Context: an optimization exercise on an open-source flow, tuned for small area and a short achievable clock period. The choices shown serve that exercise and are no tape-out recipe. At most, simulation tests tie the RTL to the original design; equivalence was not proved. No functional check of the RTL was part of run 1. The flow treats the clock pin as an ideal source, which a real chip does not have. Power figures rest on the tool's default switching activity, not on a simulated workload.

[flow/constraint.sdc]
create_clock -name core_clock -period 10.0 [get_ports {clk}]
set_input_delay 2.0000 -clock core_clock [delete_from_list [all_inputs] [get_ports {clk}]]
set_output_delay 2.0000 -clock core_clock [all_outputs]
set_load 0.01 [all_outputs]
[flow/standard.sh]
#!/bin/bash
# synth_recipe.tcl (not shown) runs the flow's synth.tcl, then flattens the netlist and writes it again
# the make line also repeats each setting of config.mk as NAME=value (left out here)
make -C /OpenROAD-flow-scripts/flow DESIGN_CONFIG=/design/flow/config.mk WORK_HOME=/design/flow/orfs CLKGATE_MAP_FILE= SYNTH_SCRIPT=/design/flow/synth_recipe.tcl "${@:-finish}"
[flow/config.mk]
export PLATFORM = sky130hd
export DESIGN_NAME = cpu_core
export DESIGN_NICKNAME = cpu_core
export VERILOG_FILES = /design/flow/design.v
export SDC_FILE = /design/flow/constraint.sdc
export NUM_CORES = 4
export LEC_CHECK = 0
export ABC_AREA = 1
export CAP_MARGIN = 20
export CORE_MARGIN = 2
export CORE_UTILIZATION = 60
export CTS_CLUSTER_DIAMETER = 100
export CTS_CLUSTER_SIZE = 20
export SLEW_MARGIN = 20
[flow/flow/clock_root.tcl]
# Hook run at the end of the CTS step (POST_CTS_TCL).
# 1. Clock tree synthesis puts one root buffer at the clock port, and that
#    buffer only drives the buffers of the tree's first level. Those buffers
#    are driven from the port directly instead.
# 2. Each first-level buffer drives about ten leaf buffers spread over half the
#    die; each is split in two (a copy of the same cell takes the half of the
#    leaves on one side, and each of the two sits at the centre of its leaves),
#    so the port drives four buffers. The tree stays balanced: every register's
#    clock still passes the same number of buffers of the same cell.
set block [ord::get_db_block]
set clk_net [$block findNet clk]

proc loads_of { net drv } {
  set loads {}
  foreach it [$net getITerms] {
    if { [$it getInst] != $drv } { lappend loads $it }
  }
  return $loads
}

proc centre { loads } {
  set sx 0
  set sy 0
  foreach it $loads {
    set b [[$it getInst] getBBox]
    set sx [expr { $sx + ([$b xMin] + [$b xMax]) / 2 }]
    set sy [expr { $sy + ([$b yMin] + [$b yMax]) / 2 }]
  }
  set n [llength $loads]
  return [list [expr { $sx / $n }] [expr { $sy / $n }]]
}

proc move_to { inst xy } {
  set b [$inst getBBox]
  set w [expr { [$b xMax] - [$b xMin] }]
  set h [expr { [$b yMax] - [$b yMin] }]
  $inst setLocation [expr { int([lindex $xy 0] - $w / 2) }] [expr { int([lindex $xy 1] - $h / 2) }]
  $inst setPlacementStatus PLACED
}

# 1. bypass the root buffer
set port_loads [$clk_net getITerms]
if { [llength $port_loads] == 1 } {
  set root [[lindex $port_loads 0] getInst]
  set master [[$root getMaster] getName]
  set out_net [[$root findITerm X] getNet]
  set loads [loads_of $out_net $root]
  puts "clock root $master [$root getName] drives [llength $loads] pins"
  if { [string match "sky130_fd_sc_hd__clkbuf_*" $master] && [llength $loads] <= 2 } {
    foreach it $loads {
      $it disconnect
      $it connect $clk_net
    }
    [$root findITerm A] disconnect
    [$root findITerm X] disconnect
    odb::dbInst_destroy $root
    odb::dbNet_destroy $out_net
    puts "clock root buffer removed; the port drives [llength $loads] buffers"

    # 2. split each first-level buffer in two
    set k 0
    foreach it [$clk_net getITerms] {
      set bi [$it getInst]
      set out [[$bi findITerm X] getNet]
      set leaves [loads_of $out $bi]
      set n [llength $leaves]
      if { $n < 4 } { continue }
      set pts {}
      set xs {}
      set ys {}
      foreach l $leaves {
        set b [[$l getInst] getBBox]
        set x [expr { ([$b xMin] + [$b xMax]) / 2 }]
        set y [expr { ([$b yMin] + [$b yMax]) / 2 }]
        lappend pts [list $l $x $y]
        lappend xs $x
        lappend ys $y
      }
      set xs [lsort -integer $xs]
      set ys [lsort -integer $ys]
      set axis [expr { ([lindex $xs end] - [lindex $xs 0]) >= ([lindex $ys end] - [lindex $ys 0]) ? 1 : 2 }]
      set sorted [lsort -integer -index $axis $pts]
      set half [expr { $n / 2 }]
      set keep {}
      set moved {}
      foreach p [lrange $sorted 0 [expr { $half - 1 }]] { lappend keep [lindex $p 0] }
      foreach p [lrange $sorted $half end] { lappend moved [lindex $p 0] }
      set newi [odb::dbInst_create $block [$bi getMaster] "clkbuf_split_$k"]
      set newn [odb::dbNet_create $block "clknet_split_$k"]
      $newn setSigType CLOCK
      [$newi findITerm A] connect $clk_net
      [$newi findITerm X] connect $newn
      foreach l $moved {
        $l disconnect
        $l connect $newn
      }
      move_to $newi [centre $moved]
      move_to $bi [centre $keep]
      puts "split [$bi getName]: [llength $keep] + [llength $moved] leaves"
      incr k
    }
    global_connect
    detailed_placement
    check_placement -verbose
  }
}
[flow/design.v]
module cpu_core(
	input clk, reset,
	output[15:0] mem_addr,
	output[15:0] mem_wdata,
	output mem_we,
	input[15:0] mem_rdata
	);
	localparam FETCH = 2'd0, DECODE = 2'd1, EX = 2'd2, WB = 2'd3;
	reg [1:0] ph;
	reg [15:0] instr, pc, addr_q, opa, opb, alu_q;
	reg we_q, rst_q, r15_q;
	reg [15:0] wdata_q;
	reg cout;
	reg [1:0] cg1, psr1;	 
	reg [2:0] cg2, psr2;	 
	wire fetch = ph == FETCH;
	wire dec = ph == DECODE;
	wire ex = ph == EX;
	wire wb = ph == WB;
	assign mem_addr = addr_q;	 
	assign mem_wdata = wdata_q;	 
	assign mem_we = we_q;
	wire [3:0] op = instr[15:12];
	wire [3:0] ox = instr[7:4];
	wire [3:0] rd = instr[11:8];
	wire [3:0] rs = instr[3:0];
	wire c_r = (op == 4'b0000) | (op == 4'b1000 & ox[2]);
	wire c_i = (op == 4'b0101) | (op == 4'b1001) | (op == 4'b1011) | (op == 4'b0001) |
	           (op == 4'b0010) | (op == 4'b0011) | (op == 4'b1101) | (op == 4'b1111) |
	           (op == 4'b1000 & ~ox[2]);
	wire c_l = (op == 4'b0100) & (ox == 4'b0000);
	wire c_s = (op == 4'b0100) & (ox == 4'b0100);
	wire c_j = (op == 4'b0100) & (ox != 4'b0000) & (ox != 4'b0100);
	wire c_b = (op == 4'b1100);
	wire known = c_r | c_i | c_l | c_s | c_j | c_b;
	wire c_ri = c_r | c_i;
	wire [3:0] f = c_r ? ox : op;		 
	wire f_or = f == 4'b0010, f_xor = f == 4'b0011;
	wire f_add = f == 4'b0101, f_sub = f == 4'b1001, f_cmp = f == 4'b1011;
	wire f_sll = c_r ? (ox == 4'b0100) : (op == 4'b1000);
	wire lui = ~c_r & (op == 4'b1111);
	wire f_mov = c_r ? (ox == 4'b1101) : (op == 4'b1101) | lui;
	wire d_sub = c_ri & (f_sub | f_cmp);
	wire nx_act = dec & known | ex;
	wire nx_wb = ex;
	reg is_add, is_sub, setznl, psr_en, rf_we, imm_ovf;
	wire s_l = c_l, s_j = c_j, s_sum = (ex | wb) & c_b | wb & c_ri & (f_add | f_sub | f_cmp);
	wire s_mov = c_ri & f_mov, s_or = c_ri & f_or, s_xor = c_ri & f_xor, s_sll = c_ri & f_sll;
	always @(posedge clk) begin
		is_add <= nx_wb & (c_ri & f_add | c_b);
		is_sub <= nx_wb & d_sub;
		setznl <= nx_wb & c_ri & f_cmp;
		psr_en <= nx_wb & c_ri;
		imm_ovf <= c_i;
		rf_we <= wb & c_ri & ~f_cmp | ex & (c_l | c_j & (ox == 4'b1000));
	end
	reg [15:0] rf [0:15];
	wire [3:0] ra = dec ? rs : rd;
	reg [15:0] port;
	integer i;
	always @(*) begin
		port = 16'd0;
		for (i = 0; i < 16; i = i + 1)
			port = port | ({16{ra == i}} & rf[i]);
	end
	always @(posedge clk)
		rst_q <= ~reset;
	wire [15:0] rf_d = alu_q & {16{~rst_q}};
	always @(posedge clk)
		for (i = 0; i < 16; i = i + 1)
			if (rst_q | rf_we & (rd == i))
				rf[i] <= rf_d;
	wire [15:0] se_imm = {{8{instr[7]}}, instr[7:0]};
	wire [15:0] b_src = (c_ri & ~c_r) ? (lui ? {instr[7:0], 8'd0} : se_imm) :
	                    c_b ? se_imm : port;
	wire [15:0] a = opa;
	wire [15:0] b = opb;			 
	wire b15 = opb[15] ^ is_sub;
	wire [16:0] sum = {1'b0, a} + {1'b0, opb} + {16'd0, is_sub};
	wire c16 = sum[16];
	wire sign17 = a[15] ^ opb[15] ^ c16;	 
	wire eq = &(a ^ opb);			 
	wire [31:0] shl = {16'd0, a} << b[3:0];
	wire [15:0] sll = b[15] ? ((b[14:4] == 11'h7ff) ? shl[31:16] : 16'd0)
	                        : ((b[14:4] == 11'h000) ? shl[15:0] : 16'd0);
	wire [15:0] pc1 = pc + 16'd1;
	reg [15:0] other;
	always @(*) begin
		if (s_l) other = mem_rdata;
		else if (s_j) other = pc1;
		else if (s_mov) other = b;
		else if (s_or) other = a | b;
		else if (s_xor) other = a ^ b;
		else if (s_sll) other = sll;
		else other = a & b;
	end
	wire [15:0] res = s_sum ? sum[15:0] : other;
	wire ovf_e = imm_ovf & a[15] & b15 & ~r15_q;
	wire ovf_w = (~sum[15] & a[15] & b15) | (sum[15] & ~a[15] & ~b15);
	always @(posedge clk) begin
		if (dec)
			r15_q <= port[15];	 
		if (rst_q) begin
			cg1 <= 2'b0;
			cg2 <= 3'b0;
			cout <= 1'b0;
		end else begin
			if (is_add) begin
				cg1 <= {ovf_w, sign17};
				cout <= sign17;
			end
			if (is_sub) begin
				cg1 <= {ovf_w | sign17, ~c16};
				cout <= sign17;
			end
			if (setznl)
				cg2 <= {sign17, eq, ~c16};
		end
		if (rst_q) begin
			psr1 <= 2'b0;
			psr2 <= 3'b0;
		end else if (psr_en) begin
			psr1 <= is_add ? {ovf_e, cout} : is_sub ? {ovf_e | sign17, ~c16} : cg1;
			psr2 <= setznl ? {sign17, eq, ~c16} : cg2;
		end
	end
	wire carry = psr1[0], fl = psr1[1], low = psr2[0], zero = psr2[1], neg = psr2[2];
	reg cond;
	always @(*)
		case (rd)
			4'b0000: cond = zero;
			4'b0001: cond = ~zero;
			4'b0010: cond = carry;
			4'b0011: cond = ~carry;
			4'b0100: cond = low;
			4'b0101: cond = ~low;
			4'b0110: cond = neg;
			4'b0111: cond = ~neg;
			4'b1000: cond = fl;
			4'b1001: cond = ~fl;
			4'b1010: cond = ~low & ~zero;
			4'b1011: cond = low & zero;
			4'b1100: cond = ~neg & ~zero;
			4'b1101: cond = neg | zero;
			4'b1110: cond = 1'b1;
			default: cond = 1'b0;
		endcase
	wire [15:0] target = (c_j & cond) ? opb : (c_b & cond) ? alu_q : pc1;
	wire [15:0] pc_next = wb ? target : pc;
	always @(posedge clk) begin
		if (~reset) begin
			ph <= FETCH;
			pc <= 16'd0;
			addr_q <= 16'd0;
			we_q <= 1'b0;
		end else begin
			case (ph)
				FETCH: ph <= DECODE;
				DECODE: ph <= known ? EX : FETCH;
				EX: ph <= WB;
				default: ph <= FETCH;
			endcase
			pc <= pc_next;
			addr_q <= (dec & known) ? port : (ex & (c_l | c_s)) ? opb : pc_next;
			we_q <= ex & c_s;
		end
		if (fetch)
			instr <= mem_rdata;
		if (dec)
			opb <= b_src ^ {16{d_sub}};
		opa <= c_b ? pc : port;
		wdata_q <= port;		 
		alu_q <= res;
	end
endmodule
[flow/flow/run.sh]
#!/bin/bash
set -euo pipefail
export SETUP_SLACK_MARGIN=7.25
export BUFFER_PORTS_ARGS="-buffer_cell sky130_fd_sc_hd__buf_4"
export POST_CTS_TCL="$PWD/flow/clock_root.tcl"
bash standard.sh > standard.log 2>&1
==> key figures, run 1 <==
Run status
  • Result of the run: complete, no violations

Detailed routing
  • Vias after detailed routing: between 15000 and 20000
  • Met2 Wirelength: 30600 um
  • Routed met3 length: 10100 um
  • Number of nets still failing antenna checks after routing: 0
  • Via-per-instance ratio: 6.14
  • Met1 Wirelength: approximately 27000 um
  • DRT Pass-1 Iters: 7
  • WL per Instance: 23.6 um
  • Drt total wl: 70100 um
  • DRC violation count after routing: 0
  • Number of violations reported at the end of detailed-routing iteration 0: between 2000 and 3000
  • Highest metal layer used by the detailed router: met4

Logic synthesis
  • Synth unique cells: 38
  • Register area share after synthesis: 0.536
  • Area share of the leading cell type in the synthesized netlist: 0.434
  • Leading cell types by count after synthesis: 828 x sky130_fd_sc_hd__nand2_1, 362 x sky130_fd_sc_hd__nand3_1, 289 x sky130_fd_sc_hd__edfxtp_1
  • Proportion of register bits with asynchronous set or reset after synthesis: 0
  • Area contributors post-synth: sky130_fd_sc_hd__edfxtp_1 43%, sky130_fd_sc_hd__nand2_1 16%, sky130_fd_sc_hd__dfxtp_1 10%
  • Number of enable flip-flop cells after synthesis: 289
  • Library cell with the largest summed area after synthesis: sky130_fd_sc_hd__edfxtp_1
  • Post-Synthesis Net Count: 2504
  • Synthesized instance count: about 2500
  • Mean cell area of the mapped netlist: 8.16 um^2
  • Top-count cell post-synth: sky130_fd_sc_hd__nand2_1
  • Most used flip-flop cell after synthesis: sky130_fd_sc_hd__edfxtp_1
  • Combined area of all synthesized cells: roughly 20000 um^2
  • Register bit count reported by yosys: 390
  • Synthesis warning total: 2

Layout
  • Area Overhead vs Synth: 12.5%
  • Number of inserted filler cells in the final layout: around 2700
  • Proportion of layout cells with a drive suffix above 1: 0.120
  • Sequential Area: 10700 um^2
  • Area of the multi-input gates: 8200 um^2
  • Count of placed standard cells in the final layout, fillers left out: 2973
  • Diodes inserted: 0
  • Number of nets at the end of the flow: 2568
  • Area of all placed cells without fillers: 22500 um^2
  • Share of the core filled with cells: 0.687

Setup path
  • Cell Chain, Critical Path: buf_6
  • Maximum single-stage delay on the critical path: roughly 0.38 ns
  • Data arrival time of the worst path: approximately 0.85 ns
  • Cell at the slowest stage of the critical path: sky130_fd_sc_hd__dfxtp_2
  • Worst path buffer plus inverter count: 1
  • Maximum net fanout on the critical path: 1
  • Gate family responsible for the most delay along the worst path: flip-flops
  • Worst Path Class, Setup: reg2out
  • Nature of the critical path endpoint: primary output
  • WP data required: 8.00 ns
  • Launching element type of the critical path: register

Die
  • Core region area: 32700 um^2
  • Row count: 66
  • Die Y: roughly 190 um
  • Io pins: 51
  • Die ar.: 34800 um^2
  • Initial cell density of the core: 0.611
  • Horiz. Die Dim: around 190 um

GRT
  • Global-route wire length before repair: 99600 um
  • Initial antenna violation count: 0
  • Via count of the first global-routing pass: 16500
  • All-layer global routing usage: 0.381
  • Largest net degree at the start of global routing: 44
  • Total gr overflow: 0

Pwr
  • Static Leak: 10.2 nW
  • Post-layout power: 4.78 mW
  • Largest vdd supply drop: 0.201 mV
  • Power Density: 213 nW/um^2

STA
  • Final setup violation count: 0
  • Final-report max-slew violation count: 0
  • Setup TNS: 0 ns
  • Worst-case headroom to the max-slew limit: 0.177
  • Worst clock skew: 0.0236 ns
  • Final-report hold violation count: 0
  • Post-route setup slack: 7.15 ns
  • Final worst-path cycle share: 0.285
  • Transition time of the tightest slew-check pin: 1.23 ns
  • Unrepaired setup endpoints after global routing: true
  • Post-layout minimum cycle time: roughly 2.8 ns
  • Fmax: 0.351 GHz
  • Hold slack final: 0.480 ns

Flow run
  • Number of max-capacitance violations reported: 0

CTS
  • TritonCTS clock tree: done
  • Clock tree sinks: 390
  • Clk slew on worst S/H paths: roughly 0.09 ns
  • Clock latency reported for the late side of the worst-skew pair: 0.36 ns

Placed design
  • Number of placed instances, taps included: 2873
  • DP Worst Slack: between 6 and 7 ns
  • Final GP Congestion: around 1.0
  • Number of buffers added on ports: 50
  • HPWL after detailed placement: roughly 45000 um
  • Area after DPL: 20700 um^2

Hold path
  • Hold WC Path Type: reg2reg
cell families (layout without fill, tap and decap cells):
kind of cell | count (synthesis) | in the layout | synth area share
AOI/OAI and AO/OA | 176 | 177 | 0.0458
adders and majority gates | 36 | 36 | 0.0233
DFF | 390 | 390 | 0.536
buffers and inverters | 330 | 406 | 0.0716
xor gates and xnor gates | 24 | 24 | 0.0105
and+or+nand+nor | 1494 | 1498 | 0.313
flip-flops by register name, indices dropped and copies added, names as in the netlist, 16 cells and up:
name,count
opa,16
pc,16
wdata_q,16
alu_q,16
rf,256
opb,16
addr_q,16
instr,16
power breakdown:
part | internal [mW] | switching [mW]
sequential | 2.07 | 0.169
combinational | 0.475 | 1.07
clock | 0.478 | 0.519
total | 3.02 | 1.76
metal layers:
metal,up-vias,GRT usage
met2,1438,0.576
li1,8144,-
met1,8458,0.557
met5,-,0
met4,0,0.124
met3,206,0.0715
layout make-up, without the clock buffers:
type | instances | share of cell area
Sequential cell | 390 | 0.478
Multi-Input combinational cell | 1735 | 0.365
Timing Repair Buffer | 123 | 0.0578
Inverter | 235 | 0.0416
Tap cell | 442 | 0.0246
Buffer | 2 | 0.00223
Clock inverter | 2 | 0.00128
Timing Repair inverter | 5 | 0.00111
final timing paths:
path,startpoint,endpoint,slack (ns),cells after the start
max,addr_q[13],mem_addr[13],7.15,1
min,cg1[1],cg1[1],0.48,2
max reg2reg,instr[3],opb[12],7.25,16
min reg2reg,cg1[1],cg1[1],0.48,2
cell usage in the layout (no fill, tap or decap), types with 7 or more instances in the layout:
master / n
sky130_fd_sc_hd__nor3_1: 11
sky130_fd_sc_hd__o21ai_2: 11
sky130_fd_sc_hd__or2_2: 8
sky130_fd_sc_hd__clkbuf_16: 30
sky130_fd_sc_hd__inv_2: 8
sky130_fd_sc_hd__buf_12: 9
sky130_fd_sc_hd__nand2_4: 7
sky130_fd_sc_hd__buf_6: 35
sky130_fd_sc_hd__nor2_1: 220
sky130_fd_sc_hd__clkbuf_1: 15
sky130_fd_sc_hd__nand4_1: 21
sky130_fd_sc_hd__nand3_1: 360
sky130_fd_sc_hd__xor2_1: 21
sky130_fd_sc_hd__nand2_1: 819
sky130_fd_sc_hd__inv_1: 210
sky130_fd_sc_hd__clkinvlp_4: 7
sky130_fd_sc_hd__buf_4: 71
sky130_fd_sc_hd__a21oi_1: 63
sky130_fd_sc_hd__dfxtp_2: 36
sky130_fd_sc_hd__ha_1: 32
sky130_fd_sc_hd__nor2_4: 16
sky130_fd_sc_hd__nor2_2: 10
sky130_fd_sc_hd__dfxtp_1: 64
sky130_fd_sc_hd__nand2_2: 11
sky130_fd_sc_hd__o21ai_0: 74
sky130_fd_sc_hd__edfxtp_1: 289
sky130_fd_sc_hd__o21ai_1: 11
worst reg2reg max path: cells and delay by family, from the launching register on:
family	cells	cell delay (ns)
simple gates	12	1.12
flops	1	0.56
buf+inv	3	0.52
compound gates	1	0.30
==> run 2: changes to the inputs <==
--- a/flow/design.v
+++ b/flow/design.v
@@ -45,6 +45,5 @@
 	wire nx_wb = ex;
 	reg is_add, is_sub, setznl, psr_en, rf_we, imm_ovf;
-	wire s_l = c_l, s_j = c_j, s_sum = (ex | wb) & c_b | wb & c_ri & (f_add | f_sub | f_cmp);
-	wire s_mov = c_ri & f_mov, s_or = c_ri & f_or, s_xor = c_ri & f_xor, s_sll = c_ri & f_sll;
+	reg s_l, s_j, s_sum, s_mov, s_or, s_xor, s_sll;
 	always @(posedge clk) begin
 		is_add <= nx_wb & (c_ri & f_add | c_b);
@@ -54,4 +53,11 @@
 		imm_ovf <= c_i;
 		rf_we <= wb & c_ri & ~f_cmp | ex & (c_l | c_j & (ox == 4'b1000));
+		s_l <= c_l;
+		s_j <= c_j;
+		s_sum <= nx_act & c_b | nx_wb & c_ri & (f_add | f_sub | f_cmp);
+		s_mov <= c_ri & f_mov;
+		s_or <= c_ri & f_or;
+		s_xor <= c_ri & f_xor;
+		s_sll <= c_ri & f_sll;
 	end
 	reg [15:0] rf [0:15];
--- a/flow/flow/clock_root.tcl
+++ b/flow/flow/clock_root.tcl
@@ -3,8 +3,7 @@
 #    buffer only drives the buffers of the tree's first level. Those buffers
 #    are driven from the port directly instead.
-# 2. Each first-level buffer drives about ten leaf buffers spread over half the
-#    die; each is split in two (a copy of the same cell takes the half of the
-#    leaves on one side, and each of the two sits at the centre of its leaves),
-#    so the port drives four buffers. The tree stays balanced: every register's
+# 2. If the port then drives two buffers, each is split in two (a copy of the
+#    same cell takes the half of its leaves on one side, and each of the two
+#    sits at the centre of its leaves), so the port drives four buffers. The tree stays balanced: every register's
 #    clock still passes the same number of buffers of the same cell.
 set block [ord::get_db_block]
@@ -47,5 +46,5 @@
   set loads [loads_of $out_net $root]
   puts "clock root $master [$root getName] drives [llength $loads] pins"
-  if { [string match "sky130_fd_sc_hd__clkbuf_*" $master] && [llength $loads] <= 2 } {
+  if { [string match "sky130_fd_sc_hd__clkbuf_*" $master] && [llength $loads] <= 4 } {
     foreach it $loads {
       $it disconnect
@@ -60,5 +59,7 @@
     # 2. split each first-level buffer in two
     set k 0
+    set nport [llength [$clk_net getITerms]]
     foreach it [$clk_net getITerms] {
+      if { $nport != 2 && $k == 0 } { break }
       set bi [$it getInst]
       set out [[$bi findITerm X] getNet]
@@ -99,4 +100,5 @@
       puts "split [$bi getName]: [llength $keep] + [llength $moved] leaves"
       incr k
+      incr nport
     }
     global_connect
--- a/flow/config.mk
+++ b/flow/config.mk
@@ -10,5 +10,5 @@
 export CORE_MARGIN = 2
 export CORE_UTILIZATION = 60
-export CTS_CLUSTER_DIAMETER = 100
-export CTS_CLUSTER_SIZE = 20
+export CTS_CLUSTER_DIAMETER = 80
+export CTS_CLUSTER_SIZE = 16
 export SLEW_MARGIN = 20
==> run 2 against run 1 <==
  * Critical path depth unchanged
  * Global-route usage increased by 1.4 points
  * Synthesized cell count decreased by 3.0%
  * Clock power increased by 13%
  * Power increased by 3.3%
  * Die area decreased by 0.77%
  * Critical endpoint is now mem_addr[12]
  * Largest cell class unchanged
==> key figures, run 2 <==
Run status
  • Result of the run: complete, no violations (unchanged)

Detailed routing
  • Via-per-instance ratio: 6.08 (was 6.14)
  • Number of violations reported at the end of detailed-routing iteration 0: 3016 (was 2991)
  • DRT Pass-1 Iters: 8 (was 7)
  • Number of nets still failing antenna checks after routing: 0 (unchanged)
  • WL per Instance: 23.6 um (about the same)
  • Vias after detailed routing: 17800 (was 18200)
  • DRC violation count after routing: 0 (unchanged)
  • Drt total wl: 69000 um (was 70100 um)

Die
  • Io pins: 51 (unchanged)
  • Row count: 66 (unchanged)
  • Die ar.: 34500 um^2 (was 34800 um^2)
  • Core region area: 32500 um^2 (was 32700 um^2)
  • Horiz. Die Dim: 186 um (about the same)
  • Die Y: 186 um (about the same)
  • Initial cell density of the core: 0.609 (was 0.611)

Layout
  • Proportion of layout cells with a drive suffix above 1: 0.135 (was 0.120)
  • Diodes inserted: 0 (unchanged)
  • Commonest cells after routing, fill and taps aside: 816 x sky130_fd_sc_hd__nand2_1, 289 x sky130_fd_sc_hd__edfxtp_1, 261 x sky130_fd_sc_hd__nand3_1 (was 819 x sky130_fd_sc_hd__nand2_1, 360 x sky130_fd_sc_hd__nand3_1, 289 x sky130_fd_sc_hd__edfxtp_1)
  • Area Overhead vs Synth: 13.6% (was 12.5%)
  • Number of inserted filler cells in the final layout: 2634 (was 2663)
  • Most common library cell in the layout ignoring fill and taps: sky130_fd_sc_hd__nand2_1 (unchanged)
  • Number of nets at the end of the flow: 2514 (was 2568)
  • Count of placed standard cells in the final layout, fillers left out: 2924 (was 2973)
  • Most flop-heavy register: rf (unchanged)
  • Max FFs per register: 256 (unchanged)

Placed design
  • HPWL after detailed placement: 45500 um (was 45400 um)
  • Number of buffers added on ports: 50 (unchanged)
  • Number of placed instances, taps included: 2798 (was 2873)
  • Final GP Congestion: 1.01 (was 0.998)

CTS
  • Clk slew on worst S/H paths: 0.07 ns (was 0.09 ns)
  • Clock tree sinks: 397 (was 390)
  • Clock latency reported for the late side of the worst-skew pair: 0.36 ns (about the same)
  • TritonCTS clock tree: done (unchanged)

Logic synthesis
  • Library cell with the largest summed area after synthesis: sky130_fd_sc_hd__edfxtp_1 (unchanged)
  • Leading cell types by count after synthesis: 834 x sky130_fd_sc_hd__nand2_1, 289 x sky130_fd_sc_hd__edfxtp_1, 264 x sky130_fd_sc_hd__nand3_1 (was 828 x sky130_fd_sc_hd__nand2_1, 362 x sky130_fd_sc_hd__nand3_1, 289 x sky130_fd_sc_hd__edfxtp_1)
  • Synthesis warning total: 2 (unchanged)
  • Post-Synthesis Net Count: 2430 (was 2504)
  • Top-count cell post-synth: sky130_fd_sc_hd__nand2_1 (unchanged)
  • Most used flip-flop cell after synthesis: sky130_fd_sc_hd__edfxtp_1 (unchanged)
  • Combined area of all synthesized cells: 19800 um^2 (was 20000 um^2)
  • Synth unique cells: 43 (was 38)
  • Area contributors post-synth: sky130_fd_sc_hd__edfxtp_1 44%, sky130_fd_sc_hd__nand2_1 16%, sky130_fd_sc_hd__dfxtp_1 11% (was sky130_fd_sc_hd__edfxtp_1 43%, sky130_fd_sc_hd__nand2_1 16%, sky130_fd_sc_hd__dfxtp_1 10%)
  • Area share of the leading cell type in the synthesized netlist: 0.438 (was 0.434)
  • Register area share after synthesis: 0.547 (was 0.536)
  • Synthesized instance count: 2376 (was 2450)
  • Proportion of register bits with asynchronous set or reset after synthesis: 0 (unchanged)
  • Number of enable flip-flop cells after synthesis: 289 (unchanged)
  • Mean cell area of the mapped netlist: 8.34 um^2 (was 8.16 um^2)
  • Register bit count reported by yosys: 397 (was 390)

STA
  • Final setup violation count: 0 (unchanged)
  • Setup TNS: 0 ns (unchanged)
  • Unrepaired setup endpoints after global routing: true (unchanged)
  • Transition time of the tightest slew-check pin: 1.15 ns (was 1.23 ns)
  • Final-report max-slew violation count: 0 (unchanged)
  • Fmax: 0.353 GHz (was 0.351 GHz)
  • Final worst-path cycle share: 0.283 (was 0.285)
  • Worst-case headroom to the max-slew limit: 0.231 (was 0.177)
  • Post-layout minimum cycle time: 2.83 ns (was 2.85 ns)
  • Final-report hold violation count: 0 (unchanged)
  • Worst clock skew: 0.0475 ns (was 0.0236 ns)

Pwr
  • Largest vdd supply drop: 0.212 mV (was 0.201 mV)
  • Static Leak: 9.93 nW (was 10.2 nW)
  • Power Density: 219 nW/um^2 (was 213 nW/um^2)

GRT
  • Global Route met3 Usage: 0.0761 (was 0.0715)
  • Global routing met1 resource utilization: 0.580 (was 0.557)
  • Via count of the first global-routing pass: 16100 (was 16500)
  • All-layer global routing usage: 0.394 (was 0.381)
  • Largest net degree at the start of global routing: 36 (was 44)
  • Initial antenna violation count: 0 (unchanged)
  • Global-route wire length before repair: 98600 um (was 99600 um)
  • Layer carrying the most global-route usage: met1 (was met2)
  • Global routing met2 resource utilization: 0.571 (was 0.576)
  • Total gr overflow: 0 (unchanged)

Flow run
  • Number of max-capacitance violations reported: 0 (unchanged)

Setup path
  • Launching element type of the critical path: register (unchanged)
  • Maximum single-stage delay on the critical path: 0.37 ns (was 0.38 ns)
  • Maximum net fanout on the critical path: 1 (unchanged)
  • Worst path buffer plus inverter count: 1 (unchanged)
  • Data arrival time of the worst path: 0.83 ns (was 0.85 ns)
  • Gate family responsible for the most delay along the worst path: flip-flops (unchanged)
  • Nature of the critical path endpoint: primary output (unchanged)
  • Worst reg2reg setup slack: 7.24 ns (was 7.25 ns)
  • Worst Path Class, Setup: reg2out (unchanged)
  • Cell Chain, Critical Path: buf_6 (unchanged)
  • WP data required: 8.00 ns (about the same)
  • Cell at the slowest stage of the critical path: sky130_fd_sc_hd__dfxtp_2 (unchanged)

Hold path
  • Hold WC Path Type: reg2reg (unchanged)
run 2: changes by cell type in the layout (fill, tap and decap cells not counted), sizes merged, moves of 7 or more:
cell and change:
nand2 +7, buf +19, a21oi +47, inv -17, dfxtp +7, nor2 -43, nand3 -98, clkinvlp -7
o21ai +10
run 2: worst paths after layout:
kind | from | endpoint | depth (start not counted)
hold reg to reg | cg1[1] | cg1[1] | 2
hold / removal | cg1[1] | cg1[1] | 2
setup / recovery | addr_q[12] | mem_addr[12] | 1
setup reg to reg | opb[0] | psr2[2] | 15
run 2: power by group:
group          switching, mW  internal, mW
registers              0.191          2.10
clock network          0.552         0.574
logic                   1.04         0.483
total                   1.78          3.16
run 2: layout make-up, without the clock buffers:
| cell class | instances | area [um^2] | area share |
|---|---|---|---|
| clock inverter | 2 | 25.0 | 0.00111 |
| timing repair inverter | 3 | 17.5 | 0.000778 |
| buffer | 2 | 50.0 | 0.00222 |
| sequential | 397 | 10900 | 0.483 |
| multi-input combinational | 1674 | 8060 | 0.358 |
| timing repair buffer | 136 | 1210 | 0.0539 |
| inverter | 218 | 926 | 0.0411 |
| tap | 442 | 553 | 0.0246 |
run 2: kinds of logic after synthesis:
| family | after synthesis | share of synthesized area |
|---|---|---|
| AO/OA/AOI/OAI | 240 | 0.0648 |
| buffers and inverters | 309 | 0.0654 |
| flip-flops | 397 | 0.547 |
| XOR/XNOR | 22 | 0.00972 |
| AND/OR/NAND/NOR | 1372 | 0.290 |
| adder cells (fa/ha/maj) | 36 | 0.0235 |
run 2: routing by layer:
metal,vias to the layer above,part of all wire
met2,1346,0.42
met1,8279,0.40
met5,-,0
met4,0,0.044
li1,7967,-
met3,181,0.14
run 2: through the flow:
stage / setup WS [ns] / cell area, um^2 / hold WS (ns) / power, mW / util
finish: 7.17 / 22500 / 0.483 / 4.94 / 0.692
global route: 7.13 / 22500 / 0.500 / 5.11 / 0.692
detailed placement: 6.37 / 20500 / 0.478 / 3.57 / 0.630
global placement: 6.51 / 20500 / 0.466 / 3.56 / 0.630
floorplan: 7.30 / 19800 / 0.447 / 3.04 / -

[what the ideal ports hide]
In the flow no input, the clock included, has a driving cell. The finished layouts below were timed again as built, in two steps.
Step 1, drivers: a clkbuf_16 drives clk and a buf_2 each remaining input, both assumed.
Step 2 also shifts input and output timing later by t, the mid clock arrival at the registers, as if the neighbouring blocks saw the same clock.
Three values: ideal, step 1, step 2; two values: the first two.
run | t (ns) | slack for setup (ns) | cell pins on the clock port's net
run 1 | 0.454 | 7.152 / 7.041 / 6.860 | 4
run 2 | 0.456 | 7.169 / 7.049 / 6.931 | 4
After both steps setup and hold are still met in every run listed. For run 1, which loses most, drivers alone change the setup slack by -0.111 ns; drivers and shift together by -0.292 ns.
